Source: an optimization exercise on an open RTL-to-GDS flow (aim: small area). Production flows keep margins and buffers that such runs may drop.
Where RTL was checked, it was by simulation tests only, not by an equivalence proof against the original.
Only the layout flow was run in run 5; the RTL was not checked for function there.
No activity file was given, so power comes from the tool's default toggle rates.

File: flow/design.v
module MINI_LCD_WATCH(CLK,RESETN,
LCD_RS,LCD_RW,LCD_DATA,PIEZO,
   KEY1,KEY2,KEY3,KEY4,KEY5,KEY6,KEY7,KEY8,KEY9
);
input CLK,RESETN;
input KEY1,KEY2,KEY3,KEY4,KEY5,KEY6,KEY7,KEY8,KEY9;
output LCD_RS, LCD_RW;
output [7:0] LCD_DATA;
output PIEZO;
wire rst = ~RESETN;
wire tick;
reg [16:0] cnt;
always @(posedge CLK)
	if (rst | tick) cnt <= 17'd43690;
	else cnt <= {~cnt[15:0], (cnt[16] ^ cnt[13])};
assign tick = (cnt == 17'd65217);
reg mode;
always @(posedge CLK)
	if (rst) mode <= 1'b0;
	else if (tick & KEY9) mode <= ~mode;
function fb; input [3:0] q; fb = ~((~q[2] & q[0]) | (q[2] & ~q[1] & ~q[0]) | (q[3])); endfunction
function gb; input [3:0] q; gb = ~((q[0]) | (~q[3] & ~q[2] & q[1]) | (q[3] & ~q[1])); endfunction
function f2b; input [3:0] q; f2b = ~((~q[3] & ~q[1] & ~q[0]) | (q[2]) | (q[3] & q[1] & ~q[0])); endfunction
function [3:0] up1; input [3:0] q; up1 = {q[2:0], fb(q)}; endfunction
function [3:0] up2; input [3:0] q; up2 = {q[1:0], fb(q), f2b(q)}; endfunction
function [3:0] dn1; input [3:0] q; dn1 = {gb(q), q[3:1]}; endfunction
function is9; input [3:0] q; is9 = (~q[3] & ~q[2] & q[1]); endfunction
function is0; input [3:0] q; is0 = (~q[3] & q[2] & q[0]); endfunction
function is89; input [3:0] q; is89 = ~((~q[1] & ~q[0]) | (q[2]) | (q[3])); endfunction
function is3; input [3:0] q; is3 = (q[3] & q[2]); endfunction
function is2; input [3:0] q; is2 = (q[2] & q[1]); endfunction
reg [3:0] so, mo, ho, amo, aho;
reg [2:0] st, mt, amt;
reg [1:0] ht, aht;
wire cm = ~mode & tick;
wire am = mode & tick;
wire s59 = st[2] & ~st[1] & is9(so);
wire m59 = mt[2] & ~mt[1] & is9(mo);
wire su2 = cm & KEY5 & ~KEY6;
wire su0 = cm & KEY6 & ~KEY5;
wire su1 = tick & ~su2 & ~su0;
wire sc = su1 & is9(so) | su2 & is89(so);
wire mu = cm & KEY3, md = cm & KEY4, mc = tick & s59;
wire mu2 = mu & mc & ~md;
wire md1 = md & ~mu & ~mc;
wire mu1 = tick & ((mu ^ mc ^ md) & ~md1);
wire mcu = mu1 & is9(mo) | mu2 & is89(mo);
wire mcd = md1 & is0(mo);
wire hu = cm & KEY1, hd = cm & KEY2, hc = tick & s59 & m59;
wire hu2 = hu & hc & ~hd;
wire hd1 = hd & ~hu & ~hc;
wire hu1 = tick & ((hu ^ hc ^ hd) & ~hd1);
wire h23 = ht[1] & is3(ho);
wire h22 = ht[1] & is2(ho);
wire h00 = ~ht[0] & is0(ho);
wire hclr = hu1 & h23 | hu2 & h22;
wire hset23 = hd1 & h00;
wire hset01 = hu2 & h23;
wire hcu = hu1 & is9(ho) | hu2 & is89(ho);
wire hcd = hd1 & is0(ho);
wire amu = am & KEY8;
wire amc = amu & is9(amo);
wire ahu = am & KEY7;
wire a23 = aht[1] & is3(aho);
always @(posedge CLK)
	if (rst) begin
		so <= 4'd5; st <= 0; mo <= 4'd5; mt <= 0; ho <= 4'd5; ht <= 0;
		amo <= 4'd5; amt <= 0; aho <= 4'd5; aht <= 0;
	end else begin
		so <= su2 ? up2(so) : su1 ? up1(so) : so;
		if (sc) st <= {st[1:0], ~st[2]};
		mo <= mu2 ? up2(mo) : mu1 ? up1(mo) : md1 ? dn1(mo) : mo;
		mt <= mcu ? {mt[1:0], ~mt[2]} : mcd ? {~mt[0], mt[2:1]} : mt;
		if (hclr) begin ho <= 4'd5; ht <= 2'b00; end
		else if (hset23) begin ho <= 4'd13; ht <= 2'b11; end
		else if (hset01) begin ho <= 4'd11; ht <= 2'b00; end
		else begin
			ho <= hu2 ? up2(ho) : hu1 ? up1(ho) : hd1 ? dn1(ho) : ho;
			ht <= hcu ? {ht[0], 1'b1} : hcd ? {1'b0, ht[1]} : ht;
		end
		if (amu) amo <= up1(amo);
		if (amc) amt <= {amt[1:0], ~amt[2]};
		if (ahu & a23) begin aho <= 4'd5; aht <= 2'b00; end
		else if (ahu) begin
			aho <= up1(aho);
			if (is9(aho)) aht <= {aht[0], 1'b1};
		end
	end
wire eq = (ho == aho) & (ht == aht) & (mo == amo) & (mt == amt);
wire send;
reg buff;
reg [7:0] scnt;
always @(posedge CLK)
	if (rst | ~eq | send) scnt <= 8'd170;
	else scnt <= {~scnt[6:0], (scnt[7] ^ scnt[4])};
assign send = (scnt == 8'd127);
always @(posedge CLK)
	if (rst) buff <= 1'b0;
	else if (~eq | send) buff <= ~buff;
assign PIEZO = buff;
reg [4:0] c;
reg [2:0] g;
wire loop = g[2] & g[1];
wire cend = loop ? (c[4] & c[2]) : (c[4] & c[3] & c[2] & c[1]);    
always @(posedge CLK)
	if (rst) begin
		c <= 5'd21; g <= 3'd0;
	end else begin
		c <= cend ? 5'd0 : c + 1'b1;
		if (cend) g <= g[2] & g[1] ? {2'b11, ~g[0]} : g + 1'b1;
	end
reg [3:0] oc;
reg [2:0] tc;
always @* begin
	case (c)
		5'd4, 5'd5: begin oc = mode ? aho : ho; tc = {1'b0, mode ? aht : ht}; end
		5'd7, 5'd8: begin oc = mode ? amo : mo; tc = mode ? amt : mt; end
		default: begin oc = so; tc = st; end
	endcase
end
reg [3:0] d1;
always @* begin
	d1[0] = ~((~oc[3] & oc[0]) | (oc[2] & oc[1]) | (oc[3] & ~oc[0]));
	d1[1] = (~oc[2] & ~oc[1] & ~oc[0]) | (oc[2] & oc[1]) | (oc[3] & oc[2]);
	d1[2] = ~((oc[0]) | (~oc[3] & oc[1]));
	d1[3] = ~((~oc[1] & ~oc[0]) | (oc[2]) | (oc[3]));
end
reg [3:0] dt;
always @* begin
	if (c == 5'd4) dt = {2'b00, tc[1], tc[0] & ~tc[1]};
	else case (tc)
		3'b000: dt = 0; 3'b001: dt = 1; 3'b011: dt = 2; 3'b111: dt = 3;
		3'b110: dt = 4; default: dt = 5;
	endcase
end
reg [3:0] nib;
reg [3:0] nn;
always @* begin
	nn = 4'h0;
	if (cend) begin
		case (g)
			3'd2, 3'd3: nn = 4'hC;
			3'd4: nn = 4'h6;
			default: nn = 4'h0;
		endcase
	end else begin
		case (g)
			3'd3, 3'd4: nn = 4'hC;
			3'd5: nn = 4'h6;
			3'd6: case (c)
				5'd0, 5'd15: nn = {1'b1, ~mode, 1'b0, ~mode};
				5'd4, 5'd7, 5'd10: nn = dt;
				5'd5, 5'd8, 5'd11: nn = d1;
				5'd6, 5'd9: nn = 4'hA;
				5'd16, 5'd17, 5'd18, 5'd19: nn = 4'h5;
				default: nn = 4'h0;
			endcase
			default: nn = 4'h0;
		endcase
	end
end
always @(posedge CLK) nib <= rst ? 4'h0 : nn;
reg rs, rw;
reg [3:0] hi;
always @* begin
	rs = 1'b0; rw = 1'b0; hi = 4'h0;
	case (g)
		3'd0, 3'd1, 3'd2: begin rs = 1'b1; rw = 1'b1; end
		3'd3: hi = 4'h3;
		3'd4, 3'd5: hi = 4'h0;
		3'd7: begin rs = (c != 0); hi = (c == 0) ? 4'hC : 4'h2; end
		default: begin
			rs = (c != 0);
			case (c)
				5'd0: hi = 4'h8;
				5'd1, 5'd16: hi = 4'h9;
				5'd2, 5'd3, 5'd4, 5'd13, 5'd14, 5'd15: hi = 4'h2;
				5'd5, 5'd6, 5'd7, 5'd8, 5'd9, 5'd10, 5'd11, 5'd12: hi = 4'h3;
				default: hi = 4'h6;
			endcase
		end
	endcase
end
assign LCD_RS = rs;
assign LCD_RW = rw;
assign LCD_DATA = {hi, nib};
endmodule
File: flow/flow/run.sh
#!/bin/bash
# Layout flow: the standard ORFS flow, with two changes to how the netlist is made:
#  - synthesis maps the logic with the ABC script flow/area.abc (area-oriented) instead of
#    ORFS's abc_area.script; everything else in synthesis (including the register mapping,
#    flattening and renaming in synth_recipe.tcl) is unchanged;
#  - extra ORFS make variables from flow/make_vars.txt (one NAME=VALUE per line).
# Each tool's output goes to its own log in this folder (and ORFS's logs under orfs/logs).
set -euo pipefail
W=$PWD
sed "s#log_cmd abc {\*}\$abc_args#log_cmd abc -script $W/flow/area.abc {*}[lrange \$abc_args 2 end]#" \
  "$FLOW_HOME/scripts/synth.tcl" > "$W/own_synth_core.tcl"
grep -q "flow/area.abc" "$W/own_synth_core.tcl"
sed "s#source \$::env(SCRIPTS_DIR)/synth.tcl#source $W/own_synth_core.tcl#" synth_recipe.tcl > "$W/own_synth.tcl"
grep -q "own_synth_core.tcl" "$W/own_synth.tcl"
EXTRA=()
if [[ -f flow/make_vars.txt ]]; then
  while IFS= read -r line; do [[ -n "$line" ]] && EXTRA+=("$line"); done < flow/make_vars.txt
fi
sed "s#SYNTH_SCRIPT=[^ ]*#SYNTH_SCRIPT=$W/own_synth.tcl#" standard.sh > "$W/own_standard.sh"
grep -q "own_synth.tcl" "$W/own_standard.sh"
bash "$W/own_standard.sh" finish "${EXTRA[@]}" > "$W/make_finish.log" 2>&1
File: flow/flow/area.abc
strash
&get -n
&deepsyn -T 60
&put
dch -f
amap
File: flow/flow/make_vars.txt
CTS_ARGS=-sink_clustering_enable -repair_clock_nets -dont_use_dummy_load
BUFFER_PORTS_ARGS=-buffer_cell sky130_fd_sc_hd__buf_1
RECOVER_POWER=100
File: flow/standard.sh
#!/bin/bash
# synth_recipe.tcl (not shown) runs the flow's synth.tcl, then flattens the netlist and writes it again
# the make line also repeats each setting of config.mk as NAME=value (left out here)
make -C /OpenROAD-flow-scripts/flow DESIGN_CONFIG=/design/flow/config.mk WORK_HOME=/design/flow/orfs CLKGATE_MAP_FILE= SYNTH_SCRIPT=/design/flow/synth_recipe.tcl "${@:-finish}"
File: flow/config.mk
export PLATFORM = sky130hd
export DESIGN_NAME = MINI_LCD_WATCH
export DESIGN_NICKNAME = MINI_LCD_WATCH
export VERILOG_FILES = /design/flow/design.v
export SDC_FILE = /design/flow/constraint.sdc
export NUM_CORES = 4
export LEC_CHECK = 0
export CAP_MARGIN = 20
export CORE_MARGIN = 2
export CORE_UTILIZATION = 40
export SLEW_MARGIN = 20
File: flow/constraint.sdc
create_clock -name core_clock -period 10.0 [get_ports {CLK}]
set_input_delay 2.0000 -clock core_clock [delete_from_list [all_inputs] [get_ports {CLK}]]
set_output_delay 2.0000 -clock core_clock [all_outputs]
set_load 0.01 [all_outputs]
==> impl_metrics.csv, run 1 <==
group,metric,value,unit
timing,hold_viol_final,0,
timing,slew_headroom,11.4,%
hold_path,holdPathStages,1,
route,first_pass_iters,5,
cells_and_area,final_nets,543,
worst_setup_path,cp_max_fo,16,
logic_synthesis,syn_inst,486,
route,routed_wl,9560,um
cells_and_area,seq_area,1440,um2
worst_setup_path,cp-start-kind,"flip-flop",
floorplanning,core_area,9110,um2
placed_design,dp_hpwl,7190,um
timing,final.period_utilization,47.2,%
logic_synthesis,synth_warnings,1,
logic_synthesis,avgSynthCellArea,7.62,um2
floorplanning,die_area,10000,um2
global_routing,grt-busiest-layer,"met2",
cells_and_area,multiInputGateArea,1950,um2
global_routing,antenna_found_initial,0,
route,vias,3696,
clocking,htreeDepth,3,
timing,clock_skew,18.9,ps
logic_synthesis,muxShareOfSynthArea,0,%
logic_synthesis,yosysSeqAreaShare,38.9,%
worst_setup_path,critical_path_class,"reg2reg",
floorplanning,ios,22,
clocking,clockRootBuffer,"clkbuf_8",
timing,finalMaxSlewViolations,0,
cells_and_area,area_delta_synth_final,9.32,%
power_and_ir_drop,p_leak,1.34,nW
global_routing,grt_usage,19.9,%
cells_and_area,final_area,4050,um2
route,wl_per_cell,15.2,um
timing,fmax,0.212,GHz
worst_setup_path,crit_path_end_kind,"flip-flop",
placed_design,placed_cells,619,
worst_setup_path,rrSetupSlack,5280,ps
cells_and_area,antennaDiodeCount,0,
power_and_ir_drop,seqPwrFrac,56.9,%
floorplanning,start_util,40.7,%
power_and_ir_drop,p_clk_share,34.2,%
timing,finalSetupViolations,0,
clocking,cts.clk_slew.worst_paths,80,ps
power_and_ir_drop,vdd_drop_max,0.0669,mV
hold_path,hp-class,"reg2reg",
timing,fin_setup_tns,0,ps
logic_synthesis,synth_adder_area_share,4.39,%
clocking,cts_buffer_depth,2,
logic_synthesis,synth_ff_type,"dfxtp_1",
clocking,cts_buffers,9,
worst_setup_path,r2r_cells,13,
global_routing,grt_first_pass_wirelength,15900,um
clocking,cts_tree,"yes",
logic_synthesis,synth_nets,510,
global_routing,met3_usage,4.53,%
timing,rsz0062_at_grt,"no",
global_routing,grt_pass1_vias,3340,
placed_design,gp_congestion,0.947,
power_and_ir_drop,swShare,26.1,%
power_and_ir_drop,p_per_area,129,nW/um2
clocking,ctsHoldBuffers,0,
placed_design,place_area,3930,um2
clocking,insertion_delay,350,ps
timing,timing.final.crit_period,4720,ps
logic_synthesis,synth_edf_count,0,
run,drv_cap,0,
status,outcome,"complete, no violations",
route,drtAntennaViolNets,0,
clocking,post_cts_buffers,0,
placed_design,port_buffers,21,
clocking,cts.sinks,72,
logic_synthesis,synth_compound_area_share,28.0,%
power_and_ir_drop,p_switching,0.136,mW
logic_synthesis,synth_top_family_by_area,"compound AO/OA/AOI/OAI gates",
worst_setup_path,arrival,5000,ps
power_and_ir_drop,comb_power_share,8.9,%
cells_and_area,drive_above_1_share,1.74,%
power_and_ir_drop,internal_power,0.387,mW
logic_synthesis,synthSimpleGateAreaFrac,20.3,%
logic_synthesis,synth_cell_types,38,
worst_setup_path,cp.required,10280,ps
global_routing,grt_max_degree,29,
clocking,cts-resized-gates,0,
power_and_ir_drop,p_total,0.523,mW
route,drtIter0Drc,238,
floorplanning,die_y,100,um
floorplanning,fp.dieW,100,um
global_routing,grt.met2_usage,31.5,%
logic_synthesis,syn-cell-area,3700,um2
route,via_per_inst,5.89,
logic_synthesis,synth-xor-area-share,0,%
floorplanning,placementRows,35,
route,drc_errors,0,
timing,tightest_slew,1330,ps
logic_synthesis,synth-seq-cells,72,
global_routing,overflow,0,
global_routing,use_met1,27.0,%
cells_and_area,stdcell_count,628,
cells_and_area,fillerInstances,925,
logic_synthesis,async_reset_ff_share,0,%
==> flip-flops by register name (all words and copies together), names as in the netlist, 4 cells and up <==
| name | cells |
|---|---|
| scnt | 8 |
| cnt | 17 |
| nib | 4 |
| aho | 4 |
| mo | 4 |
| amo | 4 |
| c | 5 |
| ho | 4 |
| so | 4 |
==> per-stage QoR <==
| step | setup WS [ps] | util (%) | hold slack (ps) |
|---|---|---|---|
| finish | 5280 | 44.5 | 406 |
| floorplan | 6050 | - | 376 |
| CTS | 5330 | 44.5 | 408 |
| global route | 4760 | 44.5 | 427 |
| global placement | 5490 | 43.1 | 386 |
| detailed placement | 5350 | 43.1 | 389 |
==> worst max-delay path: stages (launching register included) <==
cell and delay, ps:
dfxtp_1 310, nor4b_1 320, nand3_1 130, nor4_1 900, clkinv_1 740, o31ai_1 780
clkinv_1 310, nor3_1 320, clkinv_1 150, o21ai_0 140, clkinv_1 180, o21ai_0 220
nor2_1 60, nor2_1 70
==> layer usage <==
metal | vias up | wire [um]
met1 | 1716 | 4460
met3 | 11 | 616
met4 | 0 | 118
met5 | - | 0
met2 | 116 | 4370
li1 | 1853 | -
==> synth_stat cells (all sizes together) (3+ instances only) <==
cell type	n	share of area, %
o21ai	31	4.2
a211oi	12	2.4
a22oi	4	0.81
a311oi	5	1.2
nand4	5	0.84
nand2	28	2.8
ha	13	4.4
nor3	14	1.9
clkinv	82	8.3
o221ai	14	3.3
dfxtp	72	39
o2111ai	3	0.71
and3	4	0.68
o32ai	6	1.4
o31ai	3	0.61
o21a	4	0.81
or2	3	0.51
nor4	8	1.4
nand3	24	3.2
a21oi	18	2.4
o22ai	25	4.2
a221oi	4	0.95
nor2	73	7.4
a31oi	10	1.7
==> cell type report <==
type / instances / area share, %
Timing Repair Buffer: 22 / 2.04
Multi-Input combinational cell: 332 / 48.3
Inverter: 82 / 7.60
Clock buffer: 9 / 3.06
Tap cell: 111 / 3.43
Sequential cell: 72 / 35.6
==> logic make-up (layout without fill, tap and decap cells) <==
family                   count (synthesis)  in the layout
AND/OR/NAND/NOR                        167            167
buffers and inverters                   82            113
AO/OA/AOI/OAI                          152            152
adder cells (fa/ha/maj)                 13             13
flip-flops                              72             72
==> power by group through the flow <==
stage               Combinational [mW]  Sequential (mW)  Clock [mW]
floorplan                       0.0331            0.302           0
global placement                0.0458            0.304           0
detailed placement              0.0460            0.304           0
CTS                             0.0463            0.297       0.185
global route                    0.0534            0.298       0.196
finish                          0.0467            0.297       0.179
==> worst paths after layout <==
| check | startpoint | to |
|---|---|---|
| min reg2reg | cnt[8] | cnt[9] |
| min | cnt[8] | cnt[9] |
| max reg2reg | cnt[1] | ho[3] |
| max | cnt[1] | ho[3] |
==> layout by cell type (no fill, tap or decap), types with 3 or more instances in the layout <==
cell type,instances
o2111ai_1,3
a221oi_1,4
clkinv_1,82
a211oi_1,12
and3_1,4
o32ai_1,6
nand4_1,5
clkbuf_8,9
o21ai_0,31
dfxtp_1,72
nor3_1,14
a21oi_1,18
a31oi_1,10
a22oi_1,4
o221ai_1,14
a311oi_1,5
o31ai_1,3
nand3_1,24
o21a_1,4
or2_0,3
nand2_1,28
o22ai_1,25
ha_1,13
buf_1,21
nor4_1,8
nor2_1,73
==> run 2: changes to the inputs <==
==> flow/flow/make_vars.txt (replaced) <==
CTS_ARGS=-sink_clustering_enable -repair_clock_nets -dont_use_dummy_load -buf_list {sky130_fd_sc_hd__clkbuf_4} -sink_clustering_size 24 -sink_clustering_max_diameter 120
BUFFER_PORTS_ARGS=-buffer_cell sky130_fd_sc_hd__buf_1
RECOVER_POWER=100
==> run 2 against run 1 <==
  * Area after synthesis unchanged
  * Critical path type unchanged
  * Hold slack got worse by 2.3 ps
  * Total power decreased by 8.3%
==> impl_metrics.csv, run 2 <==
group,metric,value,unit
clocking,cts.sinks,72,
global_routing,grt_first_pass_wirelength,15800,um
timing,finalSetupViolations,0,
clocking,cts-resized-gates,0,
floorplanning,die_area,10000,um2
cells_and_area,area_delta_synth_final,7.80,%
worst_setup_path,crit_chain,"nor4b_1 > nand3_1 > nor4_1 > clkinv_1 > o31ai_1 > clkinv_1 > nor3_1 > clkinv_1 > o21ai_0 > clkinv_1 > nand2_1 > a211oi_1 > nor2_1 > nor2_1",
clocking,insertion_delay,430,ps
cells_and_area,final_area,3990,um2
route,routed_wl,9450,um
worst_setup_path,cp_common_cell,"clkinv_1",
logic_synthesis,avgSynthCellArea,7.62,um2
timing,slew_headroom,12.4,%
placed_design,placed_cells,619,
logic_synthesis,syn_inst,486,
timing,clock_skew,31.1,ps
cells_and_area,multiInputGateArea,1950,um2
global_routing,grt_pass1_vias,3289,
logic_synthesis,muxShareOfSynthArea,0,%
hold_path,hp-class,"reg2reg",
worst_setup_path,crit_path_end,"ho[3]",
logic_synthesis,synth_edf_count,0,
cells_and_area,most-common-layout-cells,"82 x clkinv_1, 73 x nor2_1, 72 x dfxtp_1",
worst_setup_path,critical_path_buf_inv_count,4,
worst_setup_path,crit_path_end_kind,"flip-flop",
worst_setup_path,r2r_cells,14,
hold_path,holdPathStages,1,
logic_synthesis,syn-cell-area,3700,um2
logic_synthesis,synth_nets,510,
worst_setup_path,max_stage_delay,930,ps
logic_synthesis,synth_warnings,1,
global_routing,antenna_found_initial,0,
logic_synthesis,synth-xor-area-share,0,%
power_and_ir_drop,comb_power_share,9.7,%
clocking,ctsHoldBuffers,0,
logic_synthesis,synth_commonest_cells,"82 x clkinv_1, 73 x nor2_1, 72 x dfxtp_1",
placed_design,dp_hpwl,7190,um
floorplanning,start_util,40.7,%
floorplanning,fp.dieW,100,um
timing,finalWorstSetupSlack,5240,ps
timing,timing.final.crit_period,4760,ps
status,outcome,"complete, no violations",
clocking,cts_buffers,9,
power_and_ir_drop,swShare,27.4,%
worst_setup_path,arrival,5070,ps
run,drv_cap,0,
worst_setup_path,cp.required,10310,ps
cells_and_area,largest_register_ffs,17,
logic_synthesis,yosysSeqAreaShare,38.9,%
route,via_per_inst,5.89,
worst_setup_path,r2r_end,"ho[3]",
worst_setup_path,critical_path_class,"reg2reg",
cells_and_area,layout_commonest_cell,"clkinv_1",
worst_setup_path,crit_cells,14,
clocking,post_cts_buffers,0,
clocking,htreeDepth,3,
logic_synthesis,synth_cell_types,38,
global_routing,grt_max_degree,29,
cells_and_area,antennaDiodeCount,0,
power_and_ir_drop,p_leak,1.31,nW
logic_synthesis,yosys.area.top_type,"dfxtp_1",
floorplanning,die_y,100,um
power_and_ir_drop,p_clk_share,28.2,%
clocking,cts.clk_slew.worst_paths,120,ps
worst_setup_path,cp-start-kind,"flip-flop",
worst_setup_path,cp_slowest_cell,"nor4_1",
logic_synthesis,synth_top_area_share,38.9,%
timing,final.period_utilization,47.6,%
clocking,cts_tree,"yes",
global_routing,grt_usage,19.7,%
timing,tightest_slew,1310,ps
power_and_ir_drop,p_switching,0.131,mW
route,first_pass_iters,5,
logic_synthesis,synthSimpleGateAreaFrac,20.3,%
floorplanning,placementRows,35,
logic_synthesis,synth_compound_area_share,28.0,%
route,vias,3702,
timing,fmax,0.210,GHz
worst_setup_path,critical-path-top-delay-family,"simple AND/OR/NAND/NOR gates",
cells_and_area,utilization,43.8,%
floorplanning,ios,22,
route,drc_errors,0,
cells_and_area,fillerInstances,927,
floorplanning,core_area,9110,um2
cells_and_area,drive_above_1_share,1.74,%
worst_setup_path,cp_max_fo,16,
global_routing,overflow,0,
cells_and_area,seq_area,1440,um2
worst_setup_path,rr_startpoint,"cnt[2]",
placed_design,port_buffers,21,
timing,fin_setup_tns,0,ps
route,drtIter0Drc,255,
clocking,clockRootBuffer,"clkbuf_4",
cells_and_area,stdcell_count,628,
logic_synthesis,synth_top_family_by_area,"compound AO/OA/AOI/OAI gates",
timing,hold_viol_final,0,
power_and_ir_drop,vdd_drop_max,0.0686,mV
power_and_ir_drop,p_total,0.479,mW
hold_path,hp-start,"cnt[1]",
route,drtAntennaViolNets,0,
placed_design,place_area,3930,um2
placed_design,gp_congestion,0.947,
placed_design,pre_cts_ws,5350,ps
route,wl_per_cell,15.0,um
cells_and_area,top_regs,"cnt x17, scnt x8, c x5",
logic_synthesis,synth_area_leaders,"dfxtp_1 39%, clkinv_1 8.3%, nor2_1 7.4%",
logic_synthesis,async_reset_ff_share,0,%
timing,hold_ws,403,ps
power_and_ir_drop,internal_power,0.348,mW
logic_synthesis,synth-seq-cells,72,
power_and_ir_drop,p_per_area,120,nW/um2
timing,rsz0062_at_grt,"no",
cells_and_area,final_nets,543,
worst_setup_path,crit_start,"cnt[2]",
clocking,cts_buffer_depth,2,
timing,finalMaxSlewViolations,0,
power_and_ir_drop,seqPwrFrac,62.1,%
logic_synthesis,synth_ff_type,"dfxtp_1",
logic_synthesis,synth_adder_area_share,4.39,%
worst_setup_path,rrSetupSlack,5240,ps
cells_and_area,regMostFlops,"cnt",
logic_synthesis,synth_most_common_cell,"clkinv_1",
-- run 2: cell counts after synthesis --
No cell type changed its count.
-- run 2: kinds of logic after synthesis --
group                      Yosys count
and+or+nand+nor                    167
adders and majority gates           13
buffers and inverters               82
DFF                                 72
AOI/OAI and AO/OA                  152
-- run 2: worst min path at each step --
stage          slack (ps)      end
6_report              400   cnt[2]
5_1_grt               430  cnt[15]
3_5_place_dp          390   cnt[1]
2_1_floorplan         380   cnt[9]
4_1_cts               400   cnt[2]
3_3_place_gp          390  cnt[15]
-- run 2: worst register-to-register path: stages, from the launching register on --
cell      delay, ps
dfxtp_1         330
nor4b_1         300
nand3_1         130
nor4_1          930
clkinv_1        760
o31ai_1         780
clkinv_1        300
nor3_1          330
clkinv_1        150
o21ai_0         140
clkinv_1        180
nand2_1         100
a211oi_1         50
nor2_1          110
nor2_1           40
-- run 2: final cells by class --
type	instances	area share (%)
Multi-Input combinational cell	332	49.0
Timing Repair Buffer	22	2.07
Sequential cell	72	36.1
Tap cell	111	3.48
Clock buffer	9	1.69
Inverter	82	7.71
-- run 2: routing by layer --
| layer | track usage, % | vias to the layer above | part of all wire, % |
|---|---|---|---|
| met3 | 4.94 | 12 | 6.2 |
| met4 | 4.64 | 0 | 1.3 |
| met2 | 31.2 | 105 | 46 |
| met1 | 27.2 | 1733 | 47 |
| li1 | - | 1852 | - |
| met5 | 0 | - | 0 |
-- run 2: power by group through the flow --
stage	Sequential [mW]	Combinational [mW]	Clock, mW
6_report	0.297	0.0466	0.135
5_1_grt	0.299	0.0534	0.152
4_1_cts	0.297	0.0464	0.141
3_5_place_dp	0.304	0.0460	0
3_3_place_gp	0.304	0.0458	0
2_1_floorplan	0.302	0.0331	0
==> run 3: changes to the inputs <==
==> flow/flow/make_vars.txt (replaced) <==
CTS_ARGS=-sink_clustering_enable -repair_clock_nets -dont_use_dummy_load -buf_list {sky130_fd_sc_hd__clkbuf_2 sky130_fd_sc_hd__clkbuf_4}
BUFFER_PORTS_ARGS=-buffer_cell sky130_fd_sc_hd__buf_1
RECOVER_POWER=100
==> run 3 against run 2 <==
  * Highest routed layer unchanged
  * Critical path type unchanged
  * Still clean
  * Clock power about the same
  * Hold slack unchanged
  * First-iteration DRC count unchanged
  * Cell count unchanged
  * Total power unchanged
  * Critical endpoint unchanged
  * Combinational power about the same
  * Count of clock-buffer cells in the layout unchanged
  * Sequential share of layout area unchanged
  * Largest power group unchanged
  * Via count unchanged
  * Non-clock buffer count unchanged
  * Area after synthesis unchanged
==> impl_metrics.csv, run 3 <==
group,metric,value,unit
worst_setup_path,arrival,5070,ps
global_routing,overflow,0,
global_routing,antenna_found_initial,0,
route,vias,3702,
placed_design,port_buffers,21,
timing,rsz0062_at_grt,"no",
route,via_per_inst,5.89,
worst_setup_path,rrSetupSlack,5240,ps
clocking,htreeDepth,3,
cells_and_area,drive_above_1_share,1.74,%
floorplanning,die_y,100,um
global_routing,grt_usage,19.7,%
cells_and_area,multiInputGateArea,1950,um2
hold_path,min_to,"cnt[2]",
worst_setup_path,crit_path_end_kind,"flip-flop",
power_and_ir_drop,p_total,0.479,mW
cells_and_area,stdcell_count,628,
placed_design,pre_cts_ws,5350,ps
floorplanning,fp.dieW,100,um
global_routing,grt_first_pass_wirelength,15800,um
route,routed_wl,9450,um
worst_setup_path,cp_max_fo,16,
clocking,cts_buffer_depth,2,
route,wl_per_cell,15.0,um
logic_synthesis,synth_edf_count,0,
logic_synthesis,synth_nets,510,
worst_setup_path,r2r_cells,14,
cells_and_area,fillerInstances,927,
logic_synthesis,synth-seq-cells,72,
timing,finalMaxSlewViolations,0,
power_and_ir_drop,p_leak,1.31,nW
cells_and_area,antennaDiodeCount,0,
route,top_layer,"met4",
route,drc_errors,0,
global_routing,grt_pass1_vias,3289,
worst_setup_path,crit_chain,"nor4b_1 > nand3_1 > nor4_1 > clkinv_1 > o31ai_1 > clkinv_1 > nor3_1 > clkinv_1 > o21ai_0 > clkinv_1 > nand2_1 > a211oi_1 > nor2_1 > nor2_1",
logic_synthesis,syn_inst,486,
timing,timing.final.crit_period,4760,ps
cells_and_area,largest_register_ffs,17,
route,drtAntennaViolNets,0,
floorplanning,placementRows,35,
worst_setup_path,rr_startpoint,"cnt[2]",
floorplanning,ios,22,
timing,slew_headroom,12.4,%
placed_design,dp_hpwl,7190,um
cells_and_area,seq_area,1440,um2
placed_design,placed_cells,619,
logic_synthesis,avgSynthCellArea,7.62,um2
clocking,cts.sinks,72,
timing,hold_viol_final,0,
cells_and_area,utilization,43.8,%
hold_path,holdPathStages,1,
placed_design,place_area,3930,um2
timing,fin_setup_tns,0,ps
route,first_pass_iters,5,
cells_and_area,area_delta_synth_final,7.80,%
floorplanning,start_util,40.7,%
route,drt-met1-wl,4430,um
logic_synthesis,syn-cell-area,3700,um2
floorplanning,die_area,10000,um2
timing,final.period_utilization,47.6,%
cells_and_area,final_area,3990,um2
clocking,clockRootBuffer,"clkbuf_4",
power_and_ir_drop,p_per_area,120,nW/um2
worst_setup_path,r2r_end,"ho[3]",
logic_synthesis,yosys.area.top_type,"dfxtp_1",
worst_setup_path,cp-start-kind,"flip-flop",
logic_synthesis,synth_cell_types,38,
clocking,insertion_delay,430,ps
worst_setup_path,cp_common_cell,"clkinv_1",
clocking,ctsHoldBuffers,0,
logic_synthesis,synth_area_leaders,"dfxtp_1 39%, clkinv_1 8.3%, nor2_1 7.4%",
power_and_ir_drop,vdd_drop_max,0.0686,mV
worst_setup_path,cp_slowest_cell,"nor4_1",
logic_synthesis,synth_top_area_share,38.9,%
clocking,cts-resized-gates,0,
worst_setup_path,critical-path-top-delay-family,"simple AND/OR/NAND/NOR gates",
timing,finalWorstSetupSlack,5240,ps
floorplanning,core_area,9110,um2
route,drtIter0Drc,255,
global_routing,grt_max_degree,29,
hold_path,hp-start,"cnt[1]",
logic_synthesis,synth_most_common_cell,"clkinv_1",
logic_synthesis,async_reset_ff_share,0,%
route,route.met3.wl,587,um
timing,tightest_slew,1310,ps
clocking,cts.clk_slew.worst_paths,120,ps
cells_and_area,final_nets,543,
cells_and_area,layout_commonest_cell,"clkinv_1",
cells_and_area,top_regs,"cnt x17, scnt x8, c x5",
logic_synthesis,synth_ff_type,"dfxtp_1",
timing,finalSetupViolations,0,
timing,fmax,0.210,GHz
timing,hold_ws,403,ps
worst_setup_path,cp.required,10310,ps
cells_and_area,most-common-layout-cells,"82 x clkinv_1, 73 x nor2_1, 72 x dfxtp_1",
placed_design,gp_congestion,0.947,
logic_synthesis,yosysSeqAreaShare,38.9,%
logic_synthesis,synth_commonest_cells,"82 x clkinv_1, 73 x nor2_1, 72 x dfxtp_1",
clocking,cts_tree,"yes",
worst_setup_path,critical_path_buf_inv_count,4,
timing,clock_skew,31.1,ps
run,drv_cap,0,
logic_synthesis,synth_warnings,1,
route,wl_met2,4320,um
cells_and_area,regMostFlops,"cnt",
worst_setup_path,max_stage_delay,930,ps
clocking,cts_buffers,9,
worst_setup_path,critical_path_class,"reg2reg",
hold_path,hp-class,"reg2reg",
status,outcome,"complete, no violations",
clocking,post_cts_buffers,0,
==> run 3: cell counts after synthesis <==
No cell type changed its count.
==> run 3: area by class of cell <==
type,count,area share [%]
multi-input combinational,332,49.0
sequential,72,36.1
tap,111,3.48
timing repair buffer,22,2.07
inverter,82,7.71
clock buffer,9,1.69
==> run 3: power breakdown <==
group	leakage (nW)	switching [mW]	internal, mW
logic	0.688	0.0318	0.0147
registers	0.584	0.00596	0.291
clock network	0.0414	0.0933	0.0419
total	1.31	0.131	0.348
==> run 3: cells by family after synthesis <==
family / after synthesis / synth area share (%)
adder cells (fa/ha/maj): 13 / 4.39
flip-flops: 72 / 38.9
AO/OA/AOI/OAI: 152 / 28.0
buffers and inverters: 82 / 8.31
AND/OR/NAND/NOR: 167 / 20.3
==> run 3: worst max-delay path by stage <==
stage / startpoint / slack (ps) / depth (start not counted) / to
detailed placement: cnt[1] / 5350 / 14 / ho[3]
global placement: cnt[1] / 5490 / 14 / ho[3]
finish: cnt[2] / 5240 / 14 / ho[3]
floorplan: g[0] / 6050 / 7 / LCD_DATA[7]
global route: cnt[1] / 4750 / 14 / ho[3]
CTS: cnt[2] / 5320 / 14 / ho[3]
==> run 3: worst reg2reg max path: stages (launching register included) <==
cell and delay (ps):
dfxtp_1 330, nor4b_1 300, nand3_1 130, nor4_1 930
clkinv_1 760, o31ai_1 780, clkinv_1 300, nor3_1 330
clkinv_1 150, o21ai_0 140, clkinv_1 180, nand2_1 100
a211oi_1 50, nor2_1 110, nor2_1 40
==> run 3: metal layers <==
metal	up-vias	GRT usage, %
li1	1852	-
met2	105	31.2
met4	0	4.64
met5	-	0
met3	12	4.94
met1	1733	27.2
==> run 4: changes to the inputs <==
==> flow/run.sh (new file) <==
#!/bin/bash
# synth_recipe.tcl (not shown) runs the flow's synth.tcl, then flattens the netlist and writes it again
# the make line also repeats each setting of config.mk as NAME=value (left out here)
make -C /OpenROAD-flow-scripts/flow DESIGN_CONFIG=/design/flow/config.mk WORK_HOME=/design/flow/orfs CLKGATE_MAP_FILE= SYNTH_SCRIPT=/design/flow/synth_recipe.tcl finish
--- a/flow/config.mk
+++ b/flow/config.mk
@@ -7,2 +7,3 @@
 export LEC_CHECK = 0
+export ABC_AREA = 1
 export CAP_MARGIN = 20
removed: flow/flow/run.sh
removed: flow/flow/area.abc
removed: flow/flow/make_vars.txt
removed: flow/standard.sh
==> run 4 against run 3 <==
  * Global-route usage down 0.25 points
  * Largest power group unchanged
  * Via count up 16%
  * Sequential share of layout area down 7.2 points
  * Clock skew down 20 ps
  * Critical endpoint is now LCD_DATA[5]
  * Sequential power up 1%
  * Fmax up 3.8%
  * Count of clock-buffer cells in the layout unchanged
  * Critical path depth down 6
==> impl_metrics.csv, run 4 <==
group,metric,value,unit
floorplanning,die_area,12000,um2
route,drtIter0Drc,261,
floorplanning,core_area,10800,um2
logic_synthesis,synth_edf_count,0,
timing,slew_headroom,41.8,%
cells_and_area,layout_commonest_cell,"nand2_1",
global_routing,grt_usage,19.5,%
cells_and_area,final_nets,732,
hold_path,holdPathStages,1,
logic_synthesis,synth_warnings,1,
placed_design,pre_cts_ws,5840,ps
worst_setup_path,r2r_end,"ho[0]",
clocking,clockRootBuffer,"clkbuf_8",
hold_path,hp-start,"scnt[4]",
timing,finalSetupViolations,0,
worst_setup_path,cp.required,8000,ps
timing,finalMaxSlewViolations,0,
timing,tightest_slew,872,ps
floorplanning,start_util,41.0,%
power_and_ir_drop,swShare,27.4,%
power_and_ir_drop,p_per_area,127,nW/um2
global_routing,antenna_found_initial,0,
clocking,cts.clk_slew.worst_paths,80,ps
worst_setup_path,cp-start-kind,"flip-flop",
placed_design,port_buffers,21,
route,first_pass_iters,7,
logic_synthesis,synth-seq-cells,72,
logic_synthesis,yosys.area.top_type,"dfxtp_1",
route,vias,4303,
timing,fin_setup_tns,0,ps
logic_synthesis,synth_ff_type,"dfxtp_1",
clocking,cts_tree,"yes",
hold_path,hp-class,"reg2reg",
timing,hold_viol_final,0,
power_and_ir_drop,p_clk_share,41.5,%
timing,final.period_utilization,45.8,%
timing,timing.final.crit_period,4580,ps
clocking,cts-resized-gates,0,
logic_synthesis,synth_most_common_cell,"nand2_1",
floorplanning,die_y,109,um
clocking,insertion_delay,370,ps
placed_design,gp_congestion,0.838,
route,drc_errors,0,
logic_synthesis,syn_inst,688,
worst_setup_path,arrival,2580,ps
worst_setup_path,cp_max_fo,8,
logic_synthesis,async_reset_ff_share,0,%
global_routing,grt_first_pass_wirelength,18300,um
timing,finalWorstSetupSlack,5420,ps
logic_synthesis,avgSynthCellArea,6.46,um2
worst_setup_path,crit_path_end_kind,"output pin",
global_routing,grt_pass1_vias,3963,
run,drv_cap,0,
timing,rsz0062_at_grt,"no",
power_and_ir_drop,p_switching,0.173,mW
floorplanning,fp.dieW,109,um
power_and_ir_drop,internal_power,0.460,mW
worst_setup_path,critical_path_class,"reg2out",
floorplanning,ios,22,
logic_synthesis,yosysSeqAreaShare,32.4,%
worst_setup_path,rrSetupSlack,6460,ps
hold_path,min_to,"scnt[5]",
clocking,cts.sinks,72,
logic_synthesis,synth_commonest_cells,"172 x nand2_1, 93 x inv_1, 89 x nor2_1",
clocking,cts_buffers,9,
clocking,ctsHoldBuffers,0,
global_routing,grt_max_degree,27,
route,drtAntennaViolNets,0,
power_and_ir_drop,comb_power_share,10.8,%
power_and_ir_drop,vdd_drop_max,0.0959,mV
worst_setup_path,rr_startpoint,"mode",
route,routed_wl,11000,um
timing,fmax,0.218,GHz
power_and_ir_drop,seqPwrFrac,47.6,%
logic_synthesis,synth_nets,712,
worst_setup_path,r2r_cells,13,
cells_and_area,antennaDiodeCount,0,
cells_and_area,top_regs,"cnt x17, scnt x8, c x5",
clocking,cts_buffer_depth,2,
route,via_per_inst,5.05,
timing,clock_skew,11.4,ps
logic_synthesis,synth_top_area_share,32.4,%
cells_and_area,drive_above_1_share,7.30,%
cells_and_area,regMostFlops,"cnt",
global_routing,overflow,0,
cells_and_area,area_delta_synth_final,12.2,%
floorplanning,placementRows,38,
placed_design,dp_hpwl,8200,um
clocking,htreeDepth,3,
clocking,post_cts_buffers,0,
status,outcome,"complete, no violations",
logic_synthesis,synth_area_leaders,"dfxtp_1 32%, nand2_1 15%, inv_1 7.9%",
logic_synthesis,syn-cell-area,4440,um2
logic_synthesis,synth_cell_types,46,
power_and_ir_drop,p_leak,2.21,nW
cells_and_area,most-common-layout-cells,"172 x nand2_1, 93 x inv_1, 89 x nor2_1",
route,wl_per_cell,12.9,um
cells_and_area,largest_register_ffs,17,
run 4: metrics by stage:
stage | hold slack [ps] | instance area (um2) | instances | power [mW] | util [%]
final | 390 | 4980 | 852 | 0.633 | 46.0
after global routing | 400 | 4980 | 852 | 0.663 | 46.0
after CTS | 392 | 4980 | 852 | 0.642 | 46.0
after detailed placement | 373 | 4770 | 837 | 0.377 | 44.0
after global placement | 374 | 4770 | 837 | 0.375 | 44.0
after floorplan | 366 | 4440 | 688 | 0.355 | -
run 4: layer usage:
layer / wire, um / part of all wire, % / vias up / GRT usage, %
li1: - / - / 2262 / -
met1: 5280 / 48 / 1922 / 25.0
met2: 5010 / 46 / 99 / 31.5
met3: 514 / 4.7 / 20 / 5.39
met4: 199 / 1.8 / 0 / 6.69
met5: 0 / 0 / - / 0
run 4: cells by family after synthesis:
| kind of cell | after synthesis | share of synthesized area, % |
|---|---|---|
| compound gates | 126 | 16.4 |
| fa+ha+maj | 13 | 3.66 |
| flops | 72 | 32.4 |
| simple gates | 351 | 34.8 |
| xor+xnor | 14 | 2.76 |
| buf+inv | 112 | 9.94 |
run 4: critical path: stages, from the launching register on:
cell and delay [ps]:
dfxtp_1 460, inv_1 120, ha_1 260, a21oi_1 130
inv_1 70, nor3_1 400, a211oi_1 90, a21oi_1 140
clkdlybuf4s50_1 550
run 4: worst max path at each step:
stage	startpoint	endpoint	slack, ps	depth (start not counted)
2_1_floorplan	g[1]	LCD_DATA[5]	6480	7
3_3_place_gp	RESETN	cnt[8]	5880	6
3_5_place_dp	g[2]	LCD_DATA[6]	5840	8
4_1_cts	g[2]	LCD_DATA[6]	5430	8
5_1_grt	g[2]	LCD_DATA[6]	5260	8
6_report	g[2]	LCD_DATA[5]	5420	8
run 4: cell type report:
cell class,instances,area [um2]
clock buffer,9,124
clock inverter,6,93.8
sequential,72,1440
inverter,99,372
timing repair buffer,22,218
multi-input combinational,504,2560
tap,140,175
fill,1150,5860
run 4: power by group through the flow:
stage	combinational [mW]	clock [mW]	sequential (mW)
3_5_place_dp	0.0683	0	0.308
2_1_floorplan	0.0511	0	0.304
4_1_cts	0.0688	0.272	0.301
3_3_place_gp	0.0674	0	0.308
6_report	0.0687	0.263	0.301
5_1_grt	0.0782	0.282	0.303
==> run 5: changes to the inputs <==
--- a/flow/design.v
+++ b/flow/design.v
@@ -20,13 +20,10 @@
 	else if (tick & KEY9) mode <= ~mode;
-function fb; input [3:0] q; fb = ~((~q[2] & q[0]) | (q[2] & ~q[1] & ~q[0]) | (q[3])); endfunction
-function gb; input [3:0] q; gb = ~((q[0]) | (~q[3] & ~q[2] & q[1]) | (q[3] & ~q[1])); endfunction
-function f2b; input [3:0] q; f2b = ~((~q[3] & ~q[1] & ~q[0]) | (q[2]) | (q[3] & q[1] & ~q[0])); endfunction
-function [3:0] up1; input [3:0] q; up1 = {q[2:0], fb(q)}; endfunction
-function [3:0] up2; input [3:0] q; up2 = {q[1:0], fb(q), f2b(q)}; endfunction
-function [3:0] dn1; input [3:0] q; dn1 = {gb(q), q[3:1]}; endfunction
-function is9; input [3:0] q; is9 = (~q[3] & ~q[2] & q[1]); endfunction
-function is0; input [3:0] q; is0 = (~q[3] & q[2] & q[0]); endfunction
-function is89; input [3:0] q; is89 = ~((~q[1] & ~q[0]) | (q[2]) | (q[3])); endfunction
-function is3; input [3:0] q; is3 = (q[3] & q[2]); endfunction
-function is2; input [3:0] q; is2 = (q[2] & q[1]); endfunction
+function [3:0] up1; input [3:0] q; up1 = (q == 4'd9) ? 4'd0 : q + 4'd1; endfunction
+function [3:0] up2; input [3:0] q; up2 = (q == 4'd9) ? 4'd1 : (q == 4'd8) ? 4'd0 : q + 4'd2; endfunction
+function [3:0] dn1; input [3:0] q; dn1 = (q == 4'd0) ? 4'd9 : q - 4'd1; endfunction
+function is9; input [3:0] q; is9 = (q[3] & q[0]); endfunction
+function is0; input [3:0] q; is0 = (~q[3] & ~q[2] & ~q[1] & ~q[0]); endfunction
+function is89; input [3:0] q; is89 = (q[3]); endfunction
+function is3; input [3:0] q; is3 = (~q[2] & q[1] & q[0]); endfunction
+function is2; input [3:0] q; is2 = (~q[2] & q[1] & ~q[0]); endfunction
 reg [3:0] so, mo, ho, amo, aho;
@@ -66,4 +63,4 @@
 	if (rst) begin
-		so <= 4'd5; st <= 0; mo <= 4'd5; mt <= 0; ho <= 4'd5; ht <= 0;
-		amo <= 4'd5; amt <= 0; aho <= 4'd5; aht <= 0;
+		so <= 4'd0; st <= 0; mo <= 4'd0; mt <= 0; ho <= 4'd0; ht <= 0;
+		amo <= 4'd0; amt <= 0; aho <= 4'd0; aht <= 0;
 	end else begin
@@ -73,5 +70,5 @@
 		mt <= mcu ? {mt[1:0], ~mt[2]} : mcd ? {~mt[0], mt[2:1]} : mt;
-		if (hclr) begin ho <= 4'd5; ht <= 2'b00; end
-		else if (hset23) begin ho <= 4'd13; ht <= 2'b11; end
-		else if (hset01) begin ho <= 4'd11; ht <= 2'b00; end
+		if (hclr) begin ho <= 4'd0; ht <= 2'b00; end
+		else if (hset23) begin ho <= 4'd3; ht <= 2'b11; end
+		else if (hset01) begin ho <= 4'd1; ht <= 2'b00; end
 		else begin
@@ -82,3 +79,3 @@
 		if (amc) amt <= {amt[1:0], ~amt[2]};
-		if (ahu & a23) begin aho <= 4'd5; aht <= 2'b00; end
+		if (ahu & a23) begin aho <= 4'd0; aht <= 2'b00; end
 		else if (ahu) begin
@@ -122,6 +119,6 @@
 always @* begin
-	d1[0] = ~((~oc[3] & oc[0]) | (oc[2] & oc[1]) | (oc[3] & ~oc[0]));
-	d1[1] = (~oc[2] & ~oc[1] & ~oc[0]) | (oc[2] & oc[1]) | (oc[3] & oc[2]);
-	d1[2] = ~((oc[0]) | (~oc[3] & oc[1]));
-	d1[3] = ~((~oc[1] & ~oc[0]) | (oc[2]) | (oc[3]));
+	d1[0] = (oc[0]);
+	d1[1] = (oc[1]);
+	d1[2] = (oc[2]);
+	d1[3] = (oc[3]);
 end
==> flow/flow/run.sh (new file) <==
#!/bin/bash
# Layout flow: the standard ORFS flow, with two changes to how the netlist is made:
#  - synthesis maps the logic with the ABC script flow/area.abc (area-oriented) instead of
#    ORFS's abc_area.script; everything else in synthesis (including the register mapping,
#    flattening and renaming in synth_recipe.tcl) is unchanged;
#  - extra ORFS make variables from flow/make_vars.txt (one NAME=VALUE per line).
# Each tool's output goes to its own log in this folder (and ORFS's logs under orfs/logs).
set -euo pipefail
W=$PWD
sed "s#log_cmd abc {\*}\$abc_args#log_cmd abc -script $W/flow/area.abc {*}[lrange \$abc_args 2 end]#" \
  "$FLOW_HOME/scripts/synth.tcl" > "$W/own_synth_core.tcl"
grep -q "flow/area.abc" "$W/own_synth_core.tcl"
sed "s#source \$::env(SCRIPTS_DIR)/synth.tcl#source $W/own_synth_core.tcl#" synth_recipe.tcl > "$W/own_synth.tcl"
grep -q "own_synth_core.tcl" "$W/own_synth.tcl"
EXTRA=()
if [[ -f flow/make_vars.txt ]]; then
  while IFS= read -r line; do [[ -n "$line" ]] && EXTRA+=("$line"); done < flow/make_vars.txt
fi
sed "s#SYNTH_SCRIPT=[^ ]*#SYNTH_SCRIPT=$W/own_synth.tcl#" standard.sh > "$W/own_standard.sh"
grep -q "own_synth.tcl" "$W/own_standard.sh"
bash "$W/own_standard.sh" finish "${EXTRA[@]}" > "$W/make_finish.log" 2>&1
==> flow/flow/area.abc (new file) <==
strash
&get -n
&deepsyn -T 60
&put
dch -f
amap -F 20 -A 30
==> flow/flow/make_vars.txt (new file) <==
ADDER_MAP_FILE=
CTS_ARGS=-sink_clustering_enable -repair_clock_nets -dont_use_dummy_load
BUFFER_PORTS_ARGS=-buffer_cell sky130_fd_sc_hd__buf_1
==> flow/standard.sh (new file) <==
#!/bin/bash
# synth_recipe.tcl (not shown) runs the flow's synth.tcl, then flattens the netlist and writes it again
# the make line also repeats each setting of config.mk as NAME=value (left out here)
make -C /OpenROAD-flow-scripts/flow DESIGN_CONFIG=/design/flow/config.mk WORK_HOME=/design/flow/orfs CLKGATE_MAP_FILE= SYNTH_SCRIPT=/design/flow/synth_recipe.tcl "${@:-finish}"
--- a/flow/config.mk
+++ b/flow/config.mk
@@ -7,3 +7,2 @@
 export LEC_CHECK = 0
-export ABC_AREA = 1
 export CAP_MARGIN = 20
removed: flow/run.sh
==> run 5 against run 4 <==
  * Via count fell by 25%
  * Global-route usage up 1.1 points
  * First-iteration DRC count grew 0.77%
  * Die area fell by 26%
  * Worst setup slack improved by 420 ps
  * Sequential power down 1%
  * Sequential cell count unchanged
  * Register-to-register slack worse by 420 ps
  * Core utilization hardly changed
  * Sequential share of layout area is 11 points higher
  * Clock skew increased by 19 ps
  * Critical path type unchanged
  * Largest power group unchanged
==> impl_metrics.csv, run 5 <==
group,metric,value,unit
clocking,cts_tree,"yes",
power_and_ir_drop,p_total,0.505,mW
timing,clock_skew,29.9,ps
cells_and_area,top_regs,"cnt x17, scnt x8, c x5",
logic_synthesis,synth_cell_types,33,
logic_synthesis,yosysSeqAreaShare,44.3,%
floorplanning,die_area,8870,um2
timing,timing.final.crit_period,4160,ps
logic_synthesis,synth_nets,441,
global_routing,grt_max_degree,30,
cells_and_area,final_nets,474,
worst_setup_path,arrival,2160,ps
placed_design,place_area,3470,um2
worst_setup_path,cp_slowest_cell,"dfxtp_1",
placed_design,dp_hpwl,6240,um
worst_setup_path,cp-start-kind,"flip-flop",
timing,finalWorstSetupSlack,5840,ps
floorplanning,die_y,94.2,um
floorplanning,placementRows,32,
worst_setup_path,max_stage_delay,510,ps
global_routing,met3_usage,4.65,%
power_and_ir_drop,p_per_area,141,nW/um2
logic_synthesis,yosys.area.top_type,"dfxtp_1",
timing,fmax,0.240,GHz
cells_and_area,final_area,3590,um2
timing,hold_ws,367,ps
global_routing,overflow,0,
cells_and_area,regMostFlops,"cnt",
clocking,post_cts_buffers,0,
power_and_ir_drop,p_clk_share,34.6,%
worst_setup_path,crit_chain,"clkinv_1 > a32oi_1 > o21a_1 > nor2_1 > o41ai_1 > buf_1",
logic_synthesis,synth_top_area_share,44.3,%
timing,slew_headroom,40.5,%
logic_synthesis,synth_area_leaders,"dfxtp_1 44%, nor2_1 8.5%, clkinv_1 8.1%",
power_and_ir_drop,p_leak,1.15,nW
power_and_ir_drop,swShare,24.5,%
placed_design,port_buffers,21,
worst_setup_path,crit_start,"c[3]",
clocking,cts_buffers,9,
route,drtAntennaViolNets,0,
global_routing,grt_usage,20.6,%
cells_and_area,stdcell_count,563,
timing,fin_setup_tns,0,ps
clocking,cts.sinks,72,
power_and_ir_drop,vdd_drop_max,0.0835,mV
global_routing,antenna_found_initial,0,
clocking,ctsHoldBuffers,0,
cells_and_area,largest_register_ffs,17,
cells_and_area,fillerInstances,802,
worst_setup_path,critical_path_class,"reg2out",
worst_setup_path,cp_max_fo,10,
clocking,cts-resized-gates,0,
clocking,htreeDepth,3,
logic_synthesis,synth_commonest_cells,"74 x nor2_1, 72 x dfxtp_1, 70 x clkinv_1",
global_routing,grt_first_pass_wirelength,14300,um
floorplanning,fp.dieW,94.2,um
placed_design,gp_congestion,0.942,
clocking,cts_buffer_depth,2,
logic_synthesis,synth_warnings,1,
placed_design,placed_cells,554,
worst_setup_path,crit_path_end,"LCD_DATA[4]",
route,vias,3227,
cells_and_area,antennaDiodeCount,0,
status,outcome,"complete, no violations",
cells_and_area,layout_commonest_cell,"nor2_1",
global_routing,grt-busiest-layer,"met2",
worst_setup_path,r2r_end,"ho[3]",
route,drtIter0Drc,263,
timing,final.period_utilization,41.6,%
floorplanning,ios,22,
worst_setup_path,r2r_cells,16,
logic_synthesis,synth_most_common_cell,"nor2_1",
worst_setup_path,rr_startpoint,"cnt[2]",
worst_setup_path,rrSetupSlack,6040,ps
run,drv_cap,0,
power_and_ir_drop,internal_power,0.381,mW
clocking,insertion_delay,360,ps
power_and_ir_drop,seqPwrFrac,58.8,%
power_and_ir_drop,comb_power_share,6.5,%
clocking,clockRootBuffer,"clkbuf_8",
clocking,cts.clk_slew.worst_paths,70,ps
cells_and_area,utilization,46.0,%
placed_design,pre_cts_ws,5820,ps
logic_synthesis,synth-seq-cells,72,
logic_synthesis,synth_ff_type,"dfxtp_1",
global_routing,use_met1,29.0,%
timing,tightest_slew,885,ps
floorplanning,start_util,41.7,%
route,via_per_inst,5.73,
hold_path,hp-class,"reg2reg",
logic_synthesis,synth_edf_count,0,
cells_and_area,most-common-layout-cells,"74 x nor2_1, 72 x dfxtp_1, 70 x clkinv_1",
cells_and_area,drive_above_1_share,2.17,%
route,wl_per_cell,14.9,um
floorplanning,core_area,7810,um2
cells_and_area,area_delta_synth_final,10.4,%
logic_synthesis,async_reset_ff_share,0,%
timing,finalSetupViolations,0,
worst_setup_path,cp.required,8000,ps
worst_setup_path,crit_path_end_kind,"output pin",
global_routing,grt.met2_usage,31.5,%
power_and_ir_drop,p_switching,0.124,mW
logic_synthesis,syn-cell-area,3250,um2
route,drc_errors,0,
logic_synthesis,avgSynthCellArea,7.57,um2
timing,finalMaxSlewViolations,0,
timing,rsz0062_at_grt,"no",
route,first_pass_iters,5,
logic_synthesis,syn_inst,430,
timing,hold_viol_final,0,
route,routed_wl,8420,um
global_routing,grt_pass1_vias,2956,
-- run 5: cell count changes in the layout (fill, tap and decap cells not counted), sizes merged, moves of 21 or more --
cell	change
nor2	-22
nand2	-154
buf	+21
clkinv	+65
clkdlybuf4s50	-21
o21ai	-30
a21oi	-23
inv	-97
-- run 5: cells by family after synthesis --
logic type | count (synthesis) | share of synthesized area [%]
buf+inv | 70 | 8.07
simple gates | 169 | 23.2
compound gates | 119 | 24.4
flops | 72 | 44.3
-- run 5: how the worst min path moves through the flow --
stage,start,to,depth (start not counted)
floorplan,scnt[2],scnt[3],1
global placement,scnt[6],scnt[7],1
detailed placement,scnt[2],scnt[3],1
CTS,scnt[2],scnt[3],1
global route,scnt[2],scnt[3],1
finish,scnt[2],scnt[3],1
-- run 5: layout make-up --
class	instances	area (um2)	share of cell area [%]
clock buffer	9	124	3.45
inverter	70	263	7.31
multi-input combinational	288	1550	43.2
sequential	72	1440	40.1
tap	102	128	3.55
timing repair buffer	22	86.3	2.40
-- run 5: power by group through the flow --
| stage | clock [mW] | sequential (mW) | combinational, mW |
|---|---|---|---|
| CTS | 0.182 | 0.297 | 0.0325 |
| global route | 0.191 | 0.298 | 0.0376 |
| global placement | 0 | 0.303 | 0.0319 |
| floorplan | 0 | 0.301 | 0.0224 |
| detailed placement | 0 | 0.303 | 0.0325 |
| finish | 0.175 | 0.297 | 0.0330 |
-- run 5: per-layer routing --
metal  vias up  share of wire [%]
met5         -                  0
met4         0                1.0
met3        12                6.5
met2       115                 44
met1      1483                 48
li1       1617                  -
-- run 5: critical path, delay by kind of cell (launching register included) --
family,cells,cell delay (ps)
simple gates,1,50
buf+inv,2,520
flops,1,510
compound gates,3,750
==> run 6: changes to the inputs <==
==> flow/design.v (replaced) <==
module MINI_LCD_WATCH(CLK,RESETN,
LCD_RS,LCD_RW,LCD_DATA,PIEZO,
   KEY1,KEY2,KEY3,KEY4,KEY5,KEY6,KEY7,KEY8,KEY9
);
input CLK,RESETN;
input KEY1,KEY2,KEY3,KEY4,KEY5,KEY6,KEY7,KEY8,KEY9;
output LCD_RS, LCD_RW;
output [7:0] LCD_DATA;
output PIEZO;
wire rst = ~RESETN;
wire tick;
reg [16:0] cnt;
always @(posedge CLK)
	if (rst | tick) cnt <= 17'd43690;
	else cnt <= {~cnt[15:0], (cnt[16] ^ cnt[13])};
assign tick = (cnt == 17'd65217);
reg mode;
always @(posedge CLK)
	if (rst) mode <= 1'b0;
	else if (tick & KEY9) mode <= ~mode;
function [3:0] up1; input [3:0] q; up1 = (q == 4'd9) ? 4'd0 : q + 4'd1; endfunction
function [3:0] up2; input [3:0] q; up2 = (q == 4'd9) ? 4'd1 : (q == 4'd8) ? 4'd0 : q + 4'd2; endfunction
function [3:0] dn1; input [3:0] q; dn1 = (q == 4'd0) ? 4'd9 : q - 4'd1; endfunction
function is9; input [3:0] q; is9 = q[3] & q[0]; endfunction
function is89; input [3:0] q; is89 = q[3]; endfunction
function is0; input [3:0] q; is0 = ~q[3] & ~q[2] & ~q[1] & ~q[0]; endfunction
reg [3:0] so, mo, amo;
reg [2:0] st, mt, amt;
reg [4:0] hr, ahr;
wire cm = ~mode & tick;
wire am = mode & tick;
wire s59 = st[2] & ~st[1] & is9(so);
wire m59 = mt[2] & ~mt[1] & is9(mo);
wire su2 = cm & KEY5 & ~KEY6;
wire su0 = cm & KEY6 & ~KEY5;
wire su1 = tick & ~su2 & ~su0;
wire sc = su1 & is9(so) | su2 & is89(so);
wire mu = cm & KEY3, md = cm & KEY4, mc = tick & s59;
wire mu2 = mu & mc & ~md;
wire md1 = md & ~mu & ~mc;
wire mu1 = tick & ((mu ^ mc ^ md) & ~md1);
wire mcu = mu1 & is9(mo) | mu2 & is89(mo);
wire mcd = md1 & is0(mo);
wire hu = cm & KEY1, hd = cm & KEY2, hc = tick & s59 & m59;
wire hu2 = hu & hc & ~hd;
wire hd1 = hd & ~hu & ~hc;
wire hu1 = tick & ((hu ^ hc ^ hd) & ~hd1);
wire amu = am & KEY8;
wire amc = amu & is9(amo);
wire ahu = am & KEY7;
always @(posedge CLK)
	if (rst) begin
		so <= 4'd0; st <= 3'd0; mo <= 4'd0; mt <= 3'd0; hr <= 5'd0;
		amo <= 4'd0; amt <= 3'd0; ahr <= 5'd0;
	end else begin
		so <= su2 ? up2(so) : su1 ? up1(so) : so;
		if (sc) st <= {st[1:0], ~st[2]};
		mo <= mu2 ? up2(mo) : mu1 ? up1(mo) : md1 ? dn1(mo) : mo;
		mt <= mcu ? {mt[1:0], ~mt[2]} : mcd ? {~mt[0], mt[2:1]} : mt;
		if (hu2) hr <= (hr == 5'd22) ? 5'd0 : (hr == 5'd23) ? 5'd1 : hr + 5'd2;
		else if (hu1) hr <= (hr == 5'd23) ? 5'd0 : hr + 5'd1;
		else if (hd1) hr <= (hr == 5'd0) ? 5'd23 : hr - 5'd1;
		if (amu) amo <= up1(amo);
		if (amc) amt <= {amt[1:0], ~amt[2]};
		if (ahu) ahr <= (ahr == 5'd23) ? 5'd0 : ahr + 5'd1;
	end
wire eq = (hr == ahr) & (mo == amo) & (mt == amt);
wire send;
reg buff;
reg [7:0] scnt;
always @(posedge CLK)
	if (rst | ~eq | send) scnt <= 8'd170;
	else scnt <= {~scnt[6:0], (scnt[7] ^ scnt[4])};
assign send = (scnt == 8'd127);
always @(posedge CLK)
	if (rst) buff <= 1'b0;
	else if (~eq | send) buff <= ~buff;
assign PIEZO = buff;
reg [4:0] c;
reg [2:0] g;
wire loop = g[2] & g[1];
wire cend = loop ? (c[4] & c[2]) : (c[4] & c[3] & c[2] & c[1]);    
always @(posedge CLK)
	if (rst) begin
		c <= 5'd21; g <= 3'd0;
	end else begin
		c <= cend ? 5'd0 : c + 1'b1;
		if (cend) g <= loop ? {2'b11, ~g[0]} : g + 1'b1;
	end
wire [3:0] ones = (c == 5'd7 || c == 5'd8) ? (mode ? amo : mo) : so;
wire [2:0] tj = (c == 5'd7 || c == 5'd8) ? (mode ? amt : mt) : st;
reg [3:0] tens;
always @* begin
	case (tj)
		3'b000: tens = 4'd0; 3'b001: tens = 4'd1; 3'b011: tens = 4'd2;
		3'b111: tens = 4'd3; 3'b110: tens = 4'd4; default: tens = 4'd5;
	endcase
end
wire [4:0] hx = mode ? ahr : hr;
wire [1:0] hten = (hx >= 5'd20) ? 2'd2 : (hx >= 5'd10) ? 2'd1 : 2'd0;
wire [3:0] hone = hx - ((hx >= 5'd20) ? 5'd20 : (hx >= 5'd10) ? 5'd10 : 5'd0);
reg [3:0] nib;
reg [3:0] nn;
always @* begin
	case (c)
		5'd0, 5'd15: nn = {1'b1, ~mode, 1'b0, ~mode};    
		5'd4: nn = {2'b00, hten};
		5'd5: nn = hone;
		5'd7, 5'd10: nn = tens;
		5'd8, 5'd11: nn = ones;
		5'd6, 5'd9: nn = 4'hA;                         
		5'd16, 5'd17, 5'd18, 5'd19: nn = 4'h5;         
		default: nn = 4'h0;
	endcase
end
always @(posedge CLK) nib <= nn;
reg rs, rw;
reg [3:0] hi, lo;
always @* begin
	case (g)
		3'd3, 3'd4: lo = 4'hC;                                 
		3'd5: lo = 4'h6;                                       
		3'd6: lo = nib;
		default: lo = 4'h0;
	endcase
end
always @* begin
	rs = 1'b0; rw = 1'b0; hi = 4'h0;
	case (g)
		3'd0, 3'd1, 3'd2: begin rs = 1'b1; rw = 1'b1; end    
		3'd3: hi = 4'h3;
		3'd4, 3'd5: hi = 4'h0;
		3'd7: begin rs = (c != 5'd0); hi = (c == 5'd0) ? 4'hC : 4'h2; end
		default: begin
			rs = (c != 5'd0);
			case (c)
				5'd0: hi = 4'h8;
				5'd1, 5'd16: hi = 4'h9;
				5'd2, 5'd3, 5'd4, 5'd13, 5'd14, 5'd15: hi = 4'h2;
				5'd5, 5'd6, 5'd7, 5'd8, 5'd9, 5'd10, 5'd11, 5'd12: hi = 4'h3;
				default: hi = 4'h6;
			endcase
		end
	endcase
end
assign LCD_RS = rs;
assign LCD_RW = rw;
assign LCD_DATA = {hi, lo};
endmodule
--- a/flow/config.mk
+++ b/flow/config.mk
@@ -9,3 +9,3 @@
 export CORE_MARGIN = 2
-export CORE_UTILIZATION = 40
+export CORE_UTILIZATION = 65
 export SLEW_MARGIN = 20
==> run 6 against run 5 <==
  * Worst setup slack got worse by 340 ps
  * Synthesized cell count decreased by 2.6%
  * Combinational power about the same
  * Total power decreased by 2.6%
  * Via count about the same
  * Sequential power decreased by 3%
  * First-iteration DRC count increased by 45%
  * Sequential share of layout area increased by 0.061 points
  * Hold slack improved by 37 ps
  * Cell count decreased by 8.2%
  * Sequential cell count decreased by 2
  * Area after synthesis decreased by 1.9%
  * Critical path type unchanged
  * Highest routed layer unchanged
==> impl_metrics.csv, run 6 <==
group,metric,value,unit
status,outcome,"complete, no violations",
clocking,cts_buffers,9,
placed_design,dp_hpwl,5790,um
worst_setup_path,cp.required,8000,ps
power_and_ir_drop,p_per_area,141,nW/um2
hold_path,hp-start,"scnt[2]",
hold_path,holdPathStages,1,
floorplanning,core_area,4720,um2
timing,finalMaxSlewViolations,0,
logic_synthesis,synth_cell_types,40,
logic_synthesis,yosysSeqAreaShare,43.9,%
worst_setup_path,arrival,2500,ps
logic_synthesis,synth_warnings,1,
timing,rsz0062_at_grt,"no",
timing,fmax,0.222,GHz
hold_path,hp-class,"reg2reg",
timing,timing.final.crit_period,4500,ps
global_routing,grt_pass1_vias,3017,
cells_and_area,multiInputGateArea,1540,um2
logic_synthesis,synth_top_area_share,43.9,%
clocking,cts_buffer_depth,2,
timing,finalWorstSetupSlack,5500,ps
timing,finalSetupViolations,0,
route,drc_errors,0,
clocking,cts.sinks,70,
route,routed_wl,7930,um
floorplanning,fp.dieW,74.1,um
global_routing,antenna_found_initial,0,
timing,hold_ws,404,ps
floorplanning,ios,22,
cells_and_area,final_area,3490,um2
cells_and_area,fillerInstances,396,
logic_synthesis,synth-seq-cells,70,
logic_synthesis,synth_edf_count,0,
cells_and_area,drive_above_1_share,2.22,%
placed_design,port_buffers,21,
worst_setup_path,cp_max_fo,6,
cells_and_area,antennaDiodeCount,0,
worst_setup_path,rr_startpoint,"cnt[2]",
logic_synthesis,synth_ff_type,"dfxtp_1",
cells_and_area,seq_area,1400,um2
logic_synthesis,yosys.area.top_type,"dfxtp_1",
worst_setup_path,r2r_cells,12,
logic_synthesis,syn-cell-area,3190,um2
route,wl_per_cell,15.3,um
worst_setup_path,r2r_end,"hr[4]",
clocking,cts-resized-gates,0,
power_and_ir_drop,p_leak,1.12,nW
clocking,htreeDepth,3,
cells_and_area,utilization,73.8,%
timing,tightest_slew,915,ps
cells_and_area,final_nets,463,
timing,clock_skew,18.1,ps
route,vias,3230,
clocking,cts_tree,"yes",
timing,fin_setup_tns,0,ps
logic_synthesis,async_reset_ff_share,0,%
logic_synthesis,avgSynthCellArea,7.62,um2
global_routing,grt_usage,31.3,%
global_routing,grt_first_pass_wirelength,13200,um
route,drtIter0Drc,382,
clocking,post_cts_buffers,0,
logic_synthesis,synth_most_common_cell,"nor2_1",
floorplanning,die_area,5490,um2
placed_design,gp_congestion,0.893,
logic_synthesis,synth_commonest_cells,"75 x nor2_1, 70 x dfxtp_1, 67 x clkinv_1",
global_routing,overflow,0,
logic_synthesis,syn_inst,419,
cells_and_area,layout_commonest_cell,"nor2_1",
placed_design,placed_cells,508,
cells_and_area,stdcell_count,517,
run 6: critical path, stage by stage (launching register included):
cell	delay [ps]
dfxtp_1	440
clkinv_1	170
nor2_1	290
nand2_1	140
nor3_1	400
nor2_1	110
a221oi_1	370
nor2_1	90
buf_1	130
run 6: metal layers:
layer	up-vias	part of all wire [%]	track usage, %
li1	1586	-	-
met1	1462	45	41.0
met2	161	45	50.4
met3	21	8.0	5.69
met4	0	2.1	14.5
met5	-	0	0
run 6: where the power goes:
group / switching, mW / leakage, nW / internal (mW) / total, mW
Sequential: 0.00475 / 0.568 / 0.284 / 0.289
Clock: 0.0900 / 0.0647 / 0.0801 / 0.170
Combinational: 0.0217 / 0.485 / 0.0111 / 0.0328
run 6: worst max-delay path by stage:
stage / from / endpoint / slack (ps) / cells past startpoint
detailed placement: RESETN / mt[1] / 5540 / 8
global route: c[1] / LCD_DATA[5] / 5240 / 8
CTS: c[1] / LCD_DATA[5] / 5560 / 8
floorplan: c[1] / LCD_DATA[5] / 6160 / 7
finish: c[1] / LCD_DATA[5] / 5500 / 8
global placement: RESETN / mt[1] / 5660 / 8
run 6: kinds of logic after synthesis:
logic type             Yosys count  share of synthesized area, %
flip-flops                      70                          43.9
buffers and inverters           67                          7.88
XOR/XNOR                         1                         0.274
AO/OA/AOI/OAI                  117                          24.5
AND/OR/NAND/NOR                164                          23.4
run 6: cell type report:
| cell class | count | share of cell area, % |
|---|---|---|
| multi-input cells | 282 | 44.2 |
| flip-flops and latches | 70 | 40.2 |
| inverters | 67 | 7.21 |
| clock buffers | 9 | 3.55 |
| repair buffers | 22 | 2.48 |
| well taps | 67 | 2.40 |

Check on run 6: ideal ports give 5.504 ns setup slack; a clkbuf_16 on the clock port and buf_2 on the inputs give 5.475 ns; moving port delays by the midpoint clock arrival (0.368 ns) as well gives 5.492 ns.
